Background: an optimization exercise with open tools, aiming at small area, a short achievable clock period and few clock cycles per item. Do not read the settings as production practice. RTL that was checked went through simulation tests only; none was proved equivalent to the original. The RTL of run 3 was laid out without a check of its function.

## flow/design.v (module list and top-level ports; edited modules follow where they fit)
// module mul32_booth: 804 lines
// module sq32: 664 lines
// module reg_sync: 24 lines
// module main_sync: 58 lines
module main_sync(clk, rst, ld_we, ld_addr, ld_data, start, a_addr, b_addr, c_addr,
		count, ready, done, result, rd_addr, rd_data);
  // ...
==> flow/run.sh <==
#!/bin/bash
# synth_recipe.tcl (not shown) runs the flow's synth.tcl, then flattens the netlist and writes it again
# the make line also repeats each setting of config.mk as NAME=value (left out here)
make -C /OpenROAD-flow-scripts/flow DESIGN_CONFIG=/design/flow/config.mk WORK_HOME=/design/flow/orfs CLKGATE_MAP_FILE= SYNTH_SCRIPT=/design/flow/synth_recipe.tcl finish
==> flow/config.mk <==
export PLATFORM = sky130hd
export DESIGN_NAME = main_sync
export DESIGN_NICKNAME = main_sync
export VERILOG_FILES = /design/flow/design.v
export SDC_FILE = /design/flow/constraint.sdc
export NUM_CORES = 4
export LEC_CHECK = 0
export CAP_MARGIN = 20
export CORE_MARGIN = 2
export CORE_UTILIZATION = 40
export SLEW_MARGIN = 20
==> flow/constraint.sdc <==
create_clock -name core_clock -period 10.0 [get_ports {clk}]
set_input_delay 2.0000 -clock core_clock [delete_from_list [all_inputs] [get_ports {clk}]]
set_output_delay 2.0000 -clock core_clock [all_outputs]
set_load 0.01 [all_outputs]
==> impl_metrics.toml, run 1 <==
[die]
die_height_um = 350
io_pins = 126
die_w_um = 350

[routing]
detailroute.via_count = 42200
ant_nets = 0
detail_route.drc_violations = 0
routed_length_on_met2_um = 88600
met3_length_um = 34700

[yosys]
synth.avg_cell_area_um2 = 10.5
adder_cell_share_of_the_synthesized_area_pct = 18.4
post_synth_mux_area_share_pct = 1.05
synthesis.instances = 4564
yosysSeqAreaShare_pct = 37.3
netlist_top_cells_count = "sky130_fd_sc_hd__a22oi_1, sky130_fd_sc_hd__edfxtp_1, sky130_fd_sc_hd__inv_1"
post_synth_num_cell_types = 76

[layout]
numSequentialCells = 618
layout.cells.most_common = "sky130_fd_sc_hd__a22oi_1"
num-nonclk-inverters = 460
layout_overhead_on_the_synthesized_area_pct = 12.6
layout.cells.most_common_list = "sky130_fd_sc_hd__a22oi_1, sky130_fd_sc_hd__edfxtp_1, sky130_fd_sc_hd__inv_1"
core_occupancy_in_the_finished_layout_pct = 45.5
multi_input_area_share_pct = 50.9
largest_register_ff_count = 512

[timing]
setup_repair_after_global_routing_missed_its_margin = "false"
setup_tns_final_ns = 0
finalClockSkew_ns = 0.0254
worstMarginPinSlew_ns = 1.27
final_period_minus_worst_setup_slack_ns = 8.45

[setup_path]
crit_start = "P[1]"
path_buf_inv = 7
cp_data_arrival_time_ns = 8.81
r2r.worst_path.cells = 25
crit_type = "flip-flop to flip-flop"
critical-path-top-cell-by-count = "sky130_fd_sc_hd__fa_1"

[global_route]
grtUsageTotal_pct = 34.2
use_met2_pct = 49.6
grt_max_degree = 69

[placement]
dp_slack_ns = 1.70

[clocking]
clock_path_buffers = 3

[status]
run_status = "complete, no violations"
Testbench counts, summed over its fixed seeds: cycles 35,421, commands 8,192.
==> run 2: changes to the inputs <==
--- a/flow/config.mk
+++ b/flow/config.mk
@@ -7,2 +7,3 @@
 export LEC_CHECK = 0
+export ABC_CLOCK_PERIOD_IN_PS = 7000
 export CAP_MARGIN = 20
@@ -10,2 +11,3 @@
 export CORE_UTILIZATION = 40
+export SETUP_SLACK_MARGIN = 3
 export SLEW_MARGIN = 20
==> run 2 against run 1 <==
Still clean on timing, DRC and antenna; synthesized cell count stayed put; global-route usage up 0.17 points; area after synthesis unchanged; core utilization up 0.63 points; clock skew grew 0.0012 ns; critical path depth down 4; wire length rose by 1.6%; worst setup slack improved by 1.6 ns; non-clock buffer count increased by 30; final cell count increased by 0.48%; clock-buffer cell count fell by 8; sequential share of layout area is 0.45 points lower; critical endpoint is now register.R[4][25]; highest routed layer unchanged.
==> impl_metrics.toml, run 2 <==
[clocking]
htree_num_levels = 3
root_buffer = "sky130_fd_sc_hd__clkbuf_16"
clock-sinks = 618
cts_made_buffers = 68
clock_path_buffers = 3
tritoncts_clock_tree = "yes"
worst_skew_pair.late_latency_ns = 0.64
clkSlewWorstSetupHoldPaths_ns = 0.06

[yosys]
synth.largest_area_cell = "sky130_fd_sc_hd__edfxtp_1"
synth.avg_cell_area_um2 = 10.5
synth_top_flop_cell = "sky130_fd_sc_hd__edfxtp_1"
synth_simple_gate_area_share_pct = 7.93
synthMostInstantiatedCell = "sky130_fd_sc_hd__a22oi_1"
post_synth_mux_area_share_pct = 1.05
post_synth_num_cell_types = 76
main_combinational_cell_family_by_area_after_synthesis = "compound AO/OA/AOI/OAI gates"
ys.warnings.count = 3
yosysSeqAreaShare_pct = 37.3
netlist_top_cells_count = "sky130_fd_sc_hd__a22oi_1, sky130_fd_sc_hd__edfxtp_1, sky130_fd_sc_hd__inv_1"
synth-xor-area-share_pct = 6.98
synth_nets = 5112
synth-async-reset-ratio_pct = 0
adder_cell_share_of_the_synthesized_area_pct = 18.4
synth_compound_gate_area_share_pct = 21.7
synth.top_cell.area_share_pct = 34.5
ys_seq_elements = 618
synthesis.instances = 4564
edff_count_synth = 549
synth_top_cells_by_area = "sky130_fd_sc_hd__edfxtp_1, sky130_fd_sc_hd__fa_1, sky130_fd_sc_hd__a22oi_1, sky130_fd_sc_hd__xnor2_1, sky130_fd_sc_hd__inv_1"
post_synth_instance_area_um2 = 47800

[global_route]
first_global_vias = 40800
global_route_wire_length_before_repair_um = 301000
grt_max_degree = 67
antenna_violations_before_repair = 20
gr-total-overflow = 0
grtUsageTotal_pct = 34.3

[setup_path]
cp_data_arrival_time_ns = 7.22
crit_start = "P[12]"
ff2ff_setup_slack_ns = 3.12
r2r.worst_path.cells = 21
rr_startpoint = "P[12]"
critical_path.reg2reg.endpoint = "register.R[4][25]"
cp-end-kind = "flip-flop"
worst_ep_required_time_ns = 10.33
critPathLaunchType = "flip-flop"
critical_path.max_fanout = 16
crit_type = "flip-flop to flip-flop"

[timing]
report.final.slew_viol_count = 0
timing.final.hold_violations = 0
final_period_minus_worst_setup_slack_ns = 6.88
setup_repair_after_global_routing_missed_its_margin = "true"
finalCritPeriodShare_pct = 68.8
max_freq_ghz = 0.145
worstMarginPinSlew_ns = 1.26
final-setup-viol-count = 0
setup_tns_final_ns = 0
relSlewSlack_pct = 15.9
finalClockSkew_ns = 0.0266

[routing]
routed_wire_length_per_instance_um = 34.5
detail_route.first_pass.iterations = 16
detailroute.via_count = 42600
via_per_inst = 6.82
dr.first_iter.drc_count = 8913
ant_nets = 0
detail_route.drc_violations = 0
postRouteWirelength_um = 216000

[min_path]
hold_path.class = "flip-flop to flip-flop"
worst_hold_path.num_cells = 1
holdPathEnd = "e[2]"
worstHoldStart = "e[3]"

[layout]
layout.cells.most_common_list = "sky130_fd_sc_hd__a22oi_1, sky130_fd_sc_hd__edfxtp_1, sky130_fd_sc_hd__inv_1"
largest_register_ff_count = 512
layout-drive-gt1-share_pct = 10.3
layout_overhead_on_the_synthesized_area_pct = 14.1
layout.cells.most_common = "sky130_fd_sc_hd__a22oi_1"
num-nets-final = 5132
top_register = "register.R"

[run]
timing.max_cap.violations = 0

[status]
run_status = "complete, no violations"

[die]
io_pins = 126
die_height_um = 350
rows = 126
die_w_um = 350
core_um2 = 118000
initial_core_util_pct = 40.4
die_area_um2 = 122000

[placement]
place_congestion = 0.979
place.port_buffers = 125
hpwl_after_detailed_placement_um = 133000
[run 2: cell count changes in the layout (fill, tap and decap cells not counted), sizes merged]
cell | before | now
inv | 459 | 456
bufinv | 7 | 13
diode | 7 | 9
buf | 169 | 199
clkinvlp | 7 | 9
clkbuf | 89 | 81
clkinv | 25 | 26
[run 2: repair_timing]
| action | in CTS | in global routing |
|---|---|---|
| setup endpoints to repair | 334 | 231 |
| buffers inserted | 7 | 25 |
| gates cloned | 0 | 2 |
| pin swaps | 3 | 8 |
| hold buffers | 0 | 0 |
| resized for setup | 34 | 32 |
[run 2: final cells by class]
| type | count | area, µm² |
|---|---|---|
| clock buffers | 80 | 1830 |
| clock inverters | 44 | 606 |
| repair buffers | 323 | 2880 |
| multi-input cells | 3113 | 27700 |
| inverters | 460 | 1750 |
| fillers | 10900 | 63800 |
| flip-flops and latches | 618 | 17900 |
| diodes | 9 | 22.5 |
| well taps | 1600 | 2000 |
[run 2: worst max-delay path by stage]
| stage | to | slack [ns] | depth (start not counted) |
|---|---|---|---|
| after floorplan | register.R[0][23] | 3.02 | 24 |
| after global placement | register.R[12][28] | 1.77 | 25 |
| after detailed placement | register.R[12][28] | 1.56 | 23 |
| after CTS | register.R[10][29] | 3.00 | 22 |
| after global routing | register.R[7][25] | 2.92 | 21 |
| final | register.R[4][25] | 3.12 | 21 |
[run 2: per-stage QoR]
stage	setup WS (ns)	hold WS (ns)	util [%]	instances	cell area, µm²
CTS	3.00	0.484	45.7	6210	54100
global route	2.92	0.508	46.1	6240	54600
floorplan	3.02	0.457	-	4564	47900
global placement	1.77	0.464	43.4	6078	51400
finish	3.12	0.482	46.1	6247	54600
detailed placement	1.56	0.469	43.4	6079	51400
[run 2: cells by family after synthesis]
kind of cell | Yosys count
AO/OA/AOI/OAI | 1421
flip-flops | 618
multiplexers | 48
XOR/XNOR | 380
adder cells (fa/ha/maj) | 488
AND/OR/NAND/NOR | 776
buffers and inverters | 833
[run 2: critical path, stage by stage, from the launching register on]
cell	delay [ns]
sky130_fd_sc_hd__edfxtp_1	0.52
sky130_fd_sc_hd__ha_2	0.49
sky130_fd_sc_hd__buf_4	0.30
sky130_fd_sc_hd__a22oi_1	0.14
sky130_fd_sc_hd__xor2_1	0.19
sky130_fd_sc_hd__fa_1	0.49
sky130_fd_sc_hd__inv_1	0.05
sky130_fd_sc_hd__fa_1	0.42
sky130_fd_sc_hd__fa_1	0.55
sky130_fd_sc_hd__inv_1	0.05
sky130_fd_sc_hd__fa_1	0.53
sky130_fd_sc_hd__inv_1	0.05
sky130_fd_sc_hd__fa_1	0.50
sky130_fd_sc_hd__inv_1	0.09
sky130_fd_sc_hd__ha_1	0.39
sky130_fd_sc_hd__and3_1	0.21
sky130_fd_sc_hd__nand2_1	0.11
sky130_fd_sc_hd__o41ai_4	0.47
sky130_fd_sc_hd__xor2_1	0.19
sky130_fd_sc_hd__nand2_1	0.12
sky130_fd_sc_hd__o21a_1	0.21
sky130_fd_sc_hd__nor2_2	0.50
[run 2: routing by layer]
metal  share of wire (%)  vias to the layer above  track usage, %
met4                 6.9                       24            18.5
met2                  42                     4034            50.6
met3                  16                     1100            13.6
met5                0.11                        -               0
li1                    -                    16800               -
met1                  35                    20700            43.2
==> module reg_sync, before the edit <==
module reg_sync(clk, rst, we, waddr, wdata, raddr_1, raddr_2, raddr_3,
		rdata_1, rdata_2, rdata_3);
parameter N = 32;
input clk;
input rst;
input we;
input [3:0] waddr;
input [N-1:0] wdata;
input [3:0] raddr_1;
input [3:0] raddr_2;
input [3:0] raddr_3;
output [N-1:0] rdata_1;
output [N-1:0] rdata_2;
output [N-1:0] rdata_3;
reg [N-1:0] R [0:15];
wire [N-1:0] wd = wdata & {N{~rst}};
integer i;
always @(posedge clk)
	for (i = 0; i < 16; i = i + 1)
		if (rst | (we & (waddr == i))) R[i] <= wd;
assign rdata_1 = R[raddr_1];
assign rdata_2 = R[raddr_2];
assign rdata_3 = R[raddr_3];
endmodule
==> module main_sync, before the edit <==
module main_sync(clk, rst, ld_we, ld_addr, ld_data, start, a_addr, b_addr, c_addr,
		count, ready, done, result, rd_addr, rd_data);
parameter N = 32;
input clk;
input rst;
input ld_we;
input [3:0] ld_addr;
input [N-1:0] ld_data;
input start;
input [3:0] a_addr;
input [3:0] b_addr;
input [3:0] c_addr;
input [3:0] count;
output ready;
output reg done;
output [N-1:0] result;
input [3:0] rd_addr;
output reg [N-1:0] rd_data;
reg busy;
reg [3:0] e;       
reg [3:0] dst;
reg [N-1:0] X;     
reg [N-1:0] P;     
wire [N-1:0] ra, rb, rr;
wire [N-1:0] sq, prod;
wire last = busy & (e[3:1] == 3'd0);
wire we = busy ? last : (start ? (count == 4'd0) : ld_we);
wire [3:0] waddr = busy ? dst : (start ? c_addr : ld_addr);
wire [N-1:0] wdata = busy ? prod : (start ? rb : ld_data);
reg_sync register(.clk(clk), .rst(rst), .we(we), .waddr(waddr), .wdata(wdata),
		.raddr_1(a_addr), .raddr_2(b_addr), .raddr_3(rd_addr),
		.rdata_1(ra), .rdata_2(rb), .rdata_3(rr));
sq32 square(.x(X), .p(sq));
mul32_booth mult(.x(X), .y(P), .p(prod));
assign ready = ~busy;
assign result = P;
always @(posedge clk) begin
	rd_data <= rr;
	if (busy) begin
		X <= sq;
		if (e[0]) P <= prod;
		e <= e >> 1;
	end else begin
		X <= ra;
		P <= rb;
		e <= count;
		dst <= c_addr;
	end
	if (rst) begin
		busy <= 1'b0;
		done <= 1'b0;
	end else begin
		done <= busy ? last : (start & (count == 4'd0));
		if (busy) busy <= ~last;
		else busy <= start & (count != 4'd0);
	end
end
endmodule
==> run 3: changes to the inputs <==
==> flow/design.v (replaced) <==
`timescale 1ns / 1ps
module multiplier(    Rs, Rm, result  );
parameter N = 32; 
output wire[N-1:0] result;
input wire[N-1:0] Rs;
input wire[N-1:0] Rm;
assign result = Rm*Rs;
endmodule
`timescale 1ns / 1ps
module reg_sync(in_address_1,in_address_2,in_address_3,
						out_data_1,out_data_2,out_data_3,
						write_address_1, write_address_2,
						write_data_1, write_data_2,
						write_enable_1, write_enable_2,
						read_enable_1, read_enable_2, read_enable_3,
						rst, clk );
parameter N = 32;			  
reg [N-1:0] R [15:0];	 
input [3:0]in_address_1;
input [3:0]in_address_2;
input [3:0]in_address_3;
output reg [N-1:0]out_data_1;
output reg [N-1:0]out_data_2;
output reg [N-1:0]out_data_3;
input [3:0] write_address_1;
input[N-1:0] write_data_1;
input [3:0] write_address_2;
input[N-1:0] write_data_2;
input clk;
input rst;
input write_enable_1;
input write_enable_2;
input read_enable_1;
input read_enable_2;
input read_enable_3;
integer i;
always@(posedge clk) begin
	if (rst) begin
		for (i = 0; i < 16; i = i + 1)
			R[i] <= 0;
		out_data_1 <= 0;
		out_data_2 <= 0;
		out_data_3 <= 0;
	end else begin
		if (read_enable_1 == 1)
		out_data_1 <= R[in_address_1];
		if (read_enable_2 == 1)
		out_data_2 <= R[in_address_2];
		if (read_enable_3 == 1)
		out_data_3 <= R[in_address_3];
		if (write_enable_1 == 1) R[write_address_1] <= write_data_1;
		if (write_enable_2 == 1) R[write_address_2] <= write_data_2;
	end
end
endmodule 
`timescale 1ns / 1ps
module main_sync(clk, rst, ld_we, ld_addr, ld_data, start, a_addr, b_addr, c_addr,
		count, ready, done, result, rd_addr, rd_data);
parameter N = 32;
input clk;
input rst;
input ld_we;
input [3:0] ld_addr;
input [N-1:0] ld_data;
input start;
input [3:0] a_addr;
input [3:0] b_addr;
input [3:0] c_addr;
input [3:0] count;
output ready;
output reg done;
output [N-1:0] result;
input [3:0] rd_addr;
output [N-1:0] rd_data;
localparam IDLE = 2'd0, FIRST = 2'd1, MUL = 2'd2, WB = 2'd3;
reg [1:0] state;
reg [3:0] cnt;
reg [3:0] dst;
reg [N-1:0] reg_C;
wire [N-1:0] reg_A;
wire [N-1:0] reg_B;
wire [N-1:0] product;
wire go = (state == IDLE) && start;
reg_sync register(.in_address_1(a_addr), .in_address_2(b_addr), .in_address_3(rd_addr),
		.out_data_1(reg_A), .out_data_2(reg_B), .out_data_3(rd_data),
		.write_address_1(ld_addr), .write_address_2(dst),
		.write_data_1(ld_data), .write_data_2(reg_C),
		.write_enable_1(ld_we && (state == IDLE) && !start), .write_enable_2(state == WB),
		.read_enable_1(go), .read_enable_2(go), .read_enable_3(1'b1),
		.rst(rst), .clk(clk));
multiplier mult(.Rm(reg_A), .Rs((state == FIRST) ? reg_B : reg_C), .result(product));
assign ready = (state == IDLE);
assign result = reg_C;
always @(posedge clk) begin
	if (rst) begin
		state <= IDLE;
		cnt <= 0;
		dst <= 0;
		reg_C <= 0;
		done <= 0;
	end else begin
		done <= 0;
		case (state)
		IDLE: if (start) begin
			cnt <= count;
			dst <= c_addr;
			state <= FIRST;
		end
		FIRST: begin
			if (cnt == 0) begin
				reg_C <= reg_B;
				state <= WB;
			end else begin
				reg_C <= product;
				cnt <= cnt - 1;
				state <= (cnt == 1) ? WB : MUL;
			end
		end
		MUL: begin
			reg_C <= product;
			cnt <= cnt - 1;
			if (cnt == 1) state <= WB;
		end
		WB: begin
			state <= IDLE;
			done <= 1;
		end
		endcase
	end
end
endmodule
--- a/flow/config.mk
+++ b/flow/config.mk
@@ -7,3 +7,2 @@
 export LEC_CHECK = 0
-export ABC_CLOCK_PERIOD_IN_PS = 7000
 export CAP_MARGIN = 20
@@ -11,3 +10,2 @@
 export CORE_UTILIZATION = 40
-export SETUP_SLACK_MARGIN = 3
 export SLEW_MARGIN = 20
==> run 3 against run 2 <==
Flip-flop and latch count grew 33; clock skew shrank 0.0021 ns; area after synthesis grew 5.8%; fmax down 24%; non-clock buffer count is 101 lower; critical path type unchanged; critical endpoint is now reg_C[31]; largest cell class unchanged; highest routed layer unchanged.
==> impl_metrics.toml, run 3 <==
[yosys]
synth-xor-area-share_pct = 1.50
synth_top_cells_by_area = "sky130_fd_sc_hd__edfxtp_1, sky130_fd_sc_hd__mux4_2, sky130_fd_sc_hd__fa_1, sky130_fd_sc_hd__dfxtp_1, sky130_fd_sc_hd__nor2_1"
post_synth_num_cell_types = 59
edff_count_synth = 512
netlist_top_cells_count = "sky130_fd_sc_hd__nor2_1, sky130_fd_sc_hd__edfxtp_1, sky130_fd_sc_hd__mux4_2"
ys.warnings.count = 2
synth_nets = 4742
synthesis.instances = 4144
ys_seq_elements = 651
synth-async-reset-ratio_pct = 0
yosysSeqAreaShare_pct = 35.9
synthMostInstantiatedCell = "sky130_fd_sc_hd__nor2_1"
synth_simple_gate_area_share_pct = 12.5
adder_cell_share_of_the_synthesized_area_pct = 19.3
synth_compound_gate_area_share_pct = 2.43
synth_top_flop_cell = "sky130_fd_sc_hd__edfxtp_1"
synth.largest_area_cell = "sky130_fd_sc_hd__edfxtp_1"
main_combinational_cell_family_by_area_after_synthesis = "multiplexers"
synth.avg_cell_area_um2 = 12.2
post_synth_instance_area_um2 = 50600
synth.top_cell.area_share_pct = 30.4
post_synth_mux_area_share_pct = 22.9

[timing]
final-setup-viol-count = 0
finalCritPeriodShare_pct = 91.0
report.final.slew_viol_count = 0
finalClockSkew_ns = 0.0246
setup_tns_final_ns = 0
postLayoutSetupSlackWorst_ns = 0.904
final_period_minus_worst_setup_slack_ns = 9.10
timing.final.hold_violations = 0
max_freq_ghz = 0.110
setup_repair_after_global_routing_missed_its_margin = "false"
worstMarginPinSlew_ns = 1.19
fin_hold_ws_ns = 0.466
relSlewSlack_pct = 20.4

[placement]
hpwl_after_detailed_placement_um = 108000
place_congestion = 0.911
dp_slack_ns = 1.09
place.port_buffers = 125

[clocking]
clock_path_buffers = 3
clkSlewWorstSetupHoldPaths_ns = 0.06
post_cts_resized = 0
root_buffer = "sky130_fd_sc_hd__clkbuf_16"
clock-sinks = 651
cts_post_setup_buffers_inserted = 0
worst_skew_pair.late_latency_ns = 0.67
htree_num_levels = 3
holdBufCountCts = 0
cts_made_buffers = 76
tritoncts_clock_tree = "yes"

[routing]
dr.first_iter.drc_count = 4197
routed_wire_length_per_instance_um = 29.6
detail_route.drc_violations = 0
detailroute.via_count = 35100
via_per_inst = 6.02
detail_route.first_pass.iterations = 6
ant_nets = 0
postRouteWirelength_um = 173000

[global_route]
first_global_vias = 36400
grt_max_degree = 78
gr-total-overflow = 0
grtUsageTotal_pct = 26.9
global_route_wire_length_before_repair_um = 253000
antenna_violations_before_repair = 4

[die]
rows = 130
core_um2 = 126000
die_w_um = 360
die_area_um2 = 129000
initial_core_util_pct = 40.3
io_pins = 126
die_height_um = 360

[setup_path]
critPathLaunchType = "flip-flop"
worst_ep_required_time_ns = 10.57
path_buf_inv = 4
slowest_delay_ns = 0.60
r2r.worst_path.cells = 24
cell_by_cell_trace_of_the_critical_path = "inv_1 > ha_2 > buf_4 > mux2_2 > and2_1 > fa_1 > fa_1 > inv_1 > fa_1 > fa_1 > inv_1 > fa_1 > fa_1 > fa_1 > fa_1 > ha_1 > nand4_1 > a211oi_1 > nor3_1 > o21ai_0 > a21oi_1 > xnor2_1 > nand2_1 > a311oi_2"
cp-end-kind = "flip-flop"
crit_type = "flip-flop to flip-flop"
worst_path_dominant_cell_family = "adder cells"
critical_path.max_fanout = 22
cp_data_arrival_time_ns = 9.66
cell_type_of_the_slowest_stage_on_the_worst_timing_path = "sky130_fd_sc_hd__mux2_2"
worst-path-stages = 24
critical-path-top-cell-by-count = "sky130_fd_sc_hd__fa_1"

[run]
timing.max_cap.violations = 0

[layout]
layout.cells.most_common_list = "sky130_fd_sc_hd__nor2_1, sky130_fd_sc_hd__edfxtp_1, sky130_fd_sc_hd__mux4_2"
layout.cells.most_common = "sky130_fd_sc_hd__nor2_1"
top_register = "register.R"
layout-drive-gt1-share_pct = 18.6
num-nets-final = 4713
layout_overhead_on_the_synthesized_area_pct = 10.8
largest_register_ff_count = 512

[min_path]
worst_hold_path.num_cells = 2
hold_path.class = "flip-flop to flip-flop"

[status]
run_status = "complete, no violations"
-- run 3: cell count changes in the layout (fill, tap and decap cells not counted), sizes merged, moves of 114 or more --
| cell | change |
|---|---|
| nand4 | -114 |
| and2 | +247 |
| xnor2 | -164 |
| nand2 | +260 |
| mux4 | +480 |
| xor2 | -131 |
| a21oi | -127 |
| a22oi | -722 |
| nor2 | +362 |
-- run 3: tightest hold or removal path, delay by kind of cell (launching register included) --
kind	cells	cell delay, ns
and+or+nand+nor	1	0.05
AOI/OAI and AO/OA	1	0.05
DFF	1	0.32
-- run 3: path summary, 6_finish.rpt --
path	end	start	slack, ns
max	reg_C[31]	state[1]	0.90
min	cnt[1]	cnt[1]	0.47
max reg2reg	reg_C[31]	state[1]	0.90
min reg2reg	cnt[1]	cnt[1]	0.47
-- run 3: stage by stage --
step	util, %	std cells	cell area (µm²)
floorplan	-	4144	50600
global placement	42.6	5686	53500
detailed placement	42.6	5686	53500
CTS	44.7	5827	56100
global route	44.7	5828	56100
finish	44.7	5830	56100
-- run 3: cell type report --
type | instances | area (µm²)
inverters | 384 | 1440
fillers | 11400 | 69500
well taps | 1650 | 2060
clock buffers | 101 | 2120
multi-input cells | 2780 | 29900
flip-flops and latches | 651 | 18200
diodes | 2 | 5.00
clock inverters | 40 | 442
repair buffers | 222 | 1990
-- run 3: cell families after synthesis --
group	Yosys count
AND/OR/NAND/NOR	1411
XOR/XNOR	85
adder cells (fa/ha/maj)	538
multiplexers	551
AO/OA/AOI/OAI	195
flip-flops	651
buffers and inverters	713
-- run 3: routing by layer --
layer	routed length [µm]	GRT usage [%]	up-vias
met5	25	0	-
met3	19800	5.91	361
li1	-	-	14300
met1	65100	36.0	18300
met4	6630	9.77	4
met2	81300	43.1	2215

[separate check: timing with driven ports]
The flow's constraints put no driver on any port. The routed layouts listed below were extracted and timed again, unchanged, in two steps. Step 1 (the two cells are an assumption about what drives the block):
set clk [get_ports {clk}]
set_driving_cell -lib_cell sky130_fd_sc_hd__clkbuf_16 $clk
set_driving_cell -lib_cell sky130_fd_sc_hd__buf_2 [delete_from_list [all_inputs] $clk]
Step 2, shift: input delay + t, output delay - t, t = (earliest + latest rising clock arrival at the registers) / 2. This alone moves slack from input paths to output paths. Three values: ideal ports, drivers, drivers and shift; two values: the first two.
run | t, ns | setup slack, ns | worst hold slack (ns) | worst setup path at the end
run 1 | 0.691 | 1.551 / 1.551 / 1.551 | 0.486 / 0.486 / 0.486 | register to register
run 2 | 0.693 | 3.117 / 3.117 / 2.673 | 0.482 / 0.482 / 0.482 | input to register
run 3 | 0.730 | 0.904 / 0.904 / 0.904 | 0.466 / 0.466 / 0.466 | register to register
After both steps setup and hold are still met in every run listed. The setup slack of run 2, which loses most, moves by 0.000 ns with the drivers and by -0.444 ns with both steps.
